What follows belongs to an exercise in optimizing a design on an open flow for a short achievable clock period and few clock cycles; a production flow would make more cautious choices. The RTL was checked by simulation tests, not by an equivalence proof against the original design. No activity file was given, so power comes from the tool's default toggle rates.

main:
==> flow/design.v <==
 module rv_top
    #(parameter
        DPWIDTH = 32,
        RFSIZE  = 32
    )
 (
     output logic [DPWIDTH-1:0] imem_addr,
     output logic [DPWIDTH-1:0] dmem_addr,
     output logic [DPWIDTH-1:0] dmem_dataout,
     output logic memrw,
     input logic [DPWIDTH-1:0] dmem_datain,
     input logic [DPWIDTH-1:0] imem_datain,
     input logic clk,
     input logic rst
 );
 logic [31:0] fa;                  
 logic        f1_v;
 logic [31:0] f1_pc;
 logic        d_v;
 logic [31:0] d_pc, d_tgt, d_imm;
 logic [4:0]  d_rs1, d_rs2, d_rd;
 logic        d_use1, d_use2, d_wr, d_ld, d_st, d_cond, d_jal, d_bimm;
 logic [9:0]  d_op;                
 logic        e_v;
 logic [31:0] e_a, e_b, e_s, e_tgt;
 logic        e_fa_m, e_fa_w, e_fb_m, e_fb_w, e_fs_m, e_fs_w;
 logic [4:0]  e_rd;
 logic        e_wr, e_ld, e_st, e_cond;
 logic [9:0]  e_op;
 logic [31:0] m_res, m_sd;
 logic [4:0]  m_rd;
 logic        m_wr, m_ld, m_st;
 logic [31:0] w_res;
 logic [4:0]  w_rd;
 logic        w_wr, w_ld;
 localparam OP_ADD = 0, OP_SUB = 1, OP_SLL = 2, OP_SLT = 3, OP_SLTU = 4,
            OP_XOR = 5, OP_SRL = 6, OP_OR = 7, OP_AND = 8, OP_INV = 9;
 logic        red_e, red_d, take_f;
 logic [31:0] tgt_f;
 logic [31:0] fi;
 assign fi = imem_datain;
 logic f_jal, f_beq, f_same, f_r, f_addi, f_lw, f_sw;
 assign f_jal  = (fi[6:0] == 7'b1101111);
 assign f_beq  = (fi[6:0] == 7'b1100011) && (fi[14:12] == 3'b000);
 assign f_r    = (fi[6:0] == 7'b0110011);
 assign f_addi = (fi[6:0] == 7'b0010011) && (fi[14:12] == 3'b000);
 assign f_lw   = (fi[6:0] == 7'b0000011) && (fi[14:12] == 3'b010);
 assign f_sw   = (fi[6:0] == 7'b0100011) && (fi[14:12] == 3'b010);
 assign f_same = (fi[19:15] == fi[24:20]);
 logic [31:0] immb;
 assign immb = {{20{fi[31]}}, fi[7], fi[30:25], fi[11:8], 1'b0};
 logic [13:0] tlo;
 logic [18:0] phi, phi_p1, phi_m1;
 assign tlo    = {1'b0, f1_pc[12:0]} + {1'b0, immb[12:0]};
 assign phi    = f1_pc[31:13];
 assign phi_p1 = phi + 19'd1;
 assign phi_m1 = phi - 19'd1;
 always_comb begin
     tgt_f[12:0] = tlo[12:0];
     case ({fi[31], tlo[13]})
         2'b00: tgt_f[31:13] = phi;
         2'b01: tgt_f[31:13] = phi_p1;
         2'b10: tgt_f[31:13] = phi_m1;
         2'b11: tgt_f[31:13] = phi;
     endcase
 end
 assign take_f = f1_v && (f_jal || (f_beq && f_same));
 logic [9:0] f_op;
 always_comb begin
     f_op = '0;
     if (f_r) begin
         case ({fi[14:12], fi[30]})
             4'b0001: f_op[OP_SUB]  = 1'b1;
             4'b0010: f_op[OP_SLL]  = 1'b1;
             4'b0100: f_op[OP_SLT]  = 1'b1;
             4'b0110: f_op[OP_SLTU] = 1'b1;
             4'b1000: f_op[OP_XOR]  = 1'b1;
             4'b1010: f_op[OP_SRL]  = 1'b1;
             4'b1011: f_op[OP_SRL]  = 1'b1;
             4'b1100: f_op[OP_OR]   = 1'b1;
             4'b1110: f_op[OP_AND]  = 1'b1;
             default: f_op[OP_ADD]  = 1'b1;
         endcase
     end
     else if (f_addi)
         f_op[OP_INV] = 1'b1;
     else
         f_op[OP_ADD] = 1'b1;
 end
 logic [31:0] f_imm;
 always_comb
     if (f_jal)      f_imm = 32'd4;
     else if (f_sw)  f_imm = {{21{fi[31]}}, fi[30:25], fi[11:7]};
     else            f_imm = {{21{fi[31]}}, fi[30:20]};
 always_ff @(posedge clk or posedge rst)
     if (rst) begin
         fa   <= 0;
         f1_v <= 1'b0;
     end
     else begin
         if (red_e)       fa <= e_tgt;
         else if (red_d)  fa <= d_pc;
         else if (take_f) fa <= tgt_f;
         else             fa <= fa + 32'd4;
         f1_v <= !(red_e || red_d || take_f);
     end
 always_ff @(posedge clk)
     f1_pc <= fa;
 assign imem_addr = fa;
 always_ff @(posedge clk or posedge rst)
     if (rst) d_v <= 1'b0;
     else     d_v <= f1_v && !red_e && !red_d;
 always_ff @(posedge clk) begin
     d_pc   <= f1_pc;
     d_tgt  <= tgt_f;
     d_imm  <= f_imm;
     d_rs1  <= fi[19:15];
     d_rs2  <= fi[24:20];
     d_rd   <= fi[11:7];
     d_use1 <= (f_r || f_addi || f_lw || f_sw || f_beq) && (fi[19:15] != 5'd0);
     d_use2 <= (f_r || f_sw || f_beq) && (fi[24:20] != 5'd0);
     d_wr   <= (f_r || f_addi || f_lw || f_jal) && (fi[11:7] != 5'd0);
     d_ld   <= f_lw;
     d_st   <= f_sw;
     d_cond <= f_beq && !f_same;
     d_jal  <= f_jal;
     d_bimm <= !(f_r || f_beq);
     d_op   <= f_op;
 end
 logic [31:0] rf [1:31];
 logic [31:0] wd;
 assign wd = w_ld ? dmem_datain : w_res;
 always_ff @(posedge clk)
     if (w_wr)
         rf[w_rd] <= wd;
 logic [31:0] r1, r2;
 always_comb begin
     if (d_rs1 == 5'd0)                 r1 = 32'd0;
     else if (w_wr && w_rd == d_rs1)    r1 = wd;
     else                               r1 = rf[d_rs1];
     if (d_rs2 == 5'd0)                 r2 = 32'd0;
     else if (w_wr && w_rd == d_rs2)    r2 = wd;
     else                               r2 = rf[d_rs2];
 end
 logic m1e, m2e, m1m, m2m;
 assign m1e = d_use1 && e_v && e_wr && (e_rd == d_rs1);
 assign m2e = d_use2 && e_v && e_wr && (e_rd == d_rs2);
 assign m1m = d_use1 && m_wr && (m_rd == d_rs1);
 assign m2m = d_use2 && m_wr && (m_rd == d_rs2);
 assign red_d = d_v && ((m1e && e_ld) || (m2e && e_ld) || (m1m && m_ld) || (m2m && m_ld));
 always_ff @(posedge clk or posedge rst)
     if (rst) e_v <= 1'b0;
     else     e_v <= d_v && !red_e && !red_d;
 always_ff @(posedge clk) begin
     e_a    <= d_jal ? d_pc : r1;
     e_b    <= d_bimm ? d_imm : r2;
     e_s    <= r2;
     e_tgt  <= d_tgt;
     e_fa_m <= m1e;
     e_fa_w <= m1m && !m1e;
     e_fb_m <= m2e && !d_bimm;
     e_fb_w <= m2m && !m2e && !d_bimm;
     e_fs_m <= m2e;
     e_fs_w <= m2m && !m2e;
     e_rd   <= d_rd;
     e_wr   <= d_wr;
     e_ld   <= d_ld;
     e_st   <= d_st;
     e_cond <= d_cond;
     e_op   <= d_op;
 end
 logic [31:0] a, b, s;
 always_comb begin
     a = e_fa_m ? m_res : e_fa_w ? w_res : e_a;
     b = e_fb_m ? m_res : e_fb_w ? w_res : e_b;
     s = e_fs_m ? m_res : e_fs_w ? w_res : e_s;
 end
 logic [31:0] sum, dif, shl, shr, res;
 logic        lts, ltu, big;
 assign sum = a + b;
 assign dif = a - b;
 logic        lt31;
 assign lt31 = a[30:0] < b[30:0];
 assign lts = (a[31] ^ b[31]) ? a[31] : lt31;
 assign ltu = (a[31] ^ b[31]) ? b[31] : lt31;
 assign big = |b[31:5];
 assign shl = big ? 32'd0 : (a << b[4:0]);
 assign shr = big ? 32'd0 : (a >> b[4:0]);
 always_comb
     res = ({32{e_op[OP_ADD]}}  & sum)
         | ({32{e_op[OP_INV]}}  & ~sum)
         | ({32{e_op[OP_SUB]}}  & dif)
         | ({32{e_op[OP_SLL]}}  & shl)
         | ({32{e_op[OP_SRL]}}  & shr)
         | ({32{e_op[OP_SLT]}}  & {31'd0, lts})
         | ({32{e_op[OP_SLTU]}} & {31'd0, ltu})
         | ({32{e_op[OP_XOR]}}  & (a ^ b))
         | ({32{e_op[OP_OR]}}   & (a | b))
         | ({32{e_op[OP_AND]}}  & (a & b));
 assign red_e = e_v && e_cond && (a == s);
 always_ff @(posedge clk or posedge rst)
     if (rst) begin
         m_wr <= 1'b0;
         m_st <= 1'b0;
         m_ld <= 1'b0;
     end
     else begin
         m_wr <= e_v && e_wr;
         m_st <= e_v && e_st;
         m_ld <= e_v && e_ld;
     end
 always_ff @(posedge clk) begin
     m_res <= res;
     m_sd  <= s;
     m_rd  <= e_rd;
 end
 assign dmem_addr    = m_res;
 assign dmem_dataout = m_sd;
 assign memrw        = m_st;
 always_ff @(posedge clk or posedge rst)
     if (rst) begin
         w_wr <= 1'b0;
         w_ld <= 1'b0;
     end
     else begin
         w_wr <= m_wr;
         w_ld <= m_ld;
     end
 always_ff @(posedge clk) begin
     w_res <= m_res;
     w_rd  <= m_rd;
 end
 endmodule
make LEC_CHECK=0 CAP_MARGIN=20 CORE_MARGIN=2 CORE_UTILIZATION=40 PLACE_DENSITY=0.6 SLEW_MARGIN=20 finish   # period 11.0 ns
run.sh (not shown) runs the stock make flow with config.mk's settings and CLKGATE_MAP_FILE= SYNTH_SCRIPT=/design/flow/synth_recipe.tcl, a recipe that flattens the netlist after the stock synthesis.
Testbench counts of main, summed over its fixed seeds: cycles 47,231.
The following lists how the feature branch was set up differently from main:
- an added SETUP_SLACK_MARGIN of 5
- an added ABC_CLOCK_PERIOD_IN_PS of 3000
### Flow results
Taking main as the reference, in the feature branch worst reg2reg path depth shrank by 2; net switching component of the power went down 0.42%; via count comparable; worst setup slack has increased.
In the feature branch relative to main, number of global-route vias before repair had gone up slightly.
The met1 layer wirelength in the final routing of the feature branch falls short of that of main by about 2%.
main consumes less power than the feature branch.
Compared with main, the feature branch shows a higher cell area after layout.

==> afterwards: timing with drivers on the ports <==
The flow's constraints put no driver on any port. The routed layouts listed below were extracted and timed again, unchanged, in two steps. Step 1 assumes that a clkbuf_16 drives the clock port and a buf_2 every other input. Step 2 adds t to the input delays and takes it off the output delays; t is the mean of the earliest and latest rising clock arrival at the registers after step 1. Input paths then give back, and output paths get back, about the clock's delay inside the block. a / b / c = no drivers / after step 1 / after step 2; a / b = the first two.
run | t, ns | setup WS [ns] | latest minus earliest clock arrival (ns) | worst register clock-pin slew, ns | cell pins on the clock port's net
main | 0.878 | 3.069 / 3.133 / 2.255 | 0.032 / 0.032 | 0.07 / 0.07 | 1
the feature branch | 0.887 | 5.074 / 5.120 / 4.233 | 0.040 / 0.039 | 0.08 / 0.08 | 1
After both steps setup and hold are still met in every run listed. The setup slack of the feature branch, which loses most, moves by +0.046 ns with the drivers and by -0.841 ns with both steps.
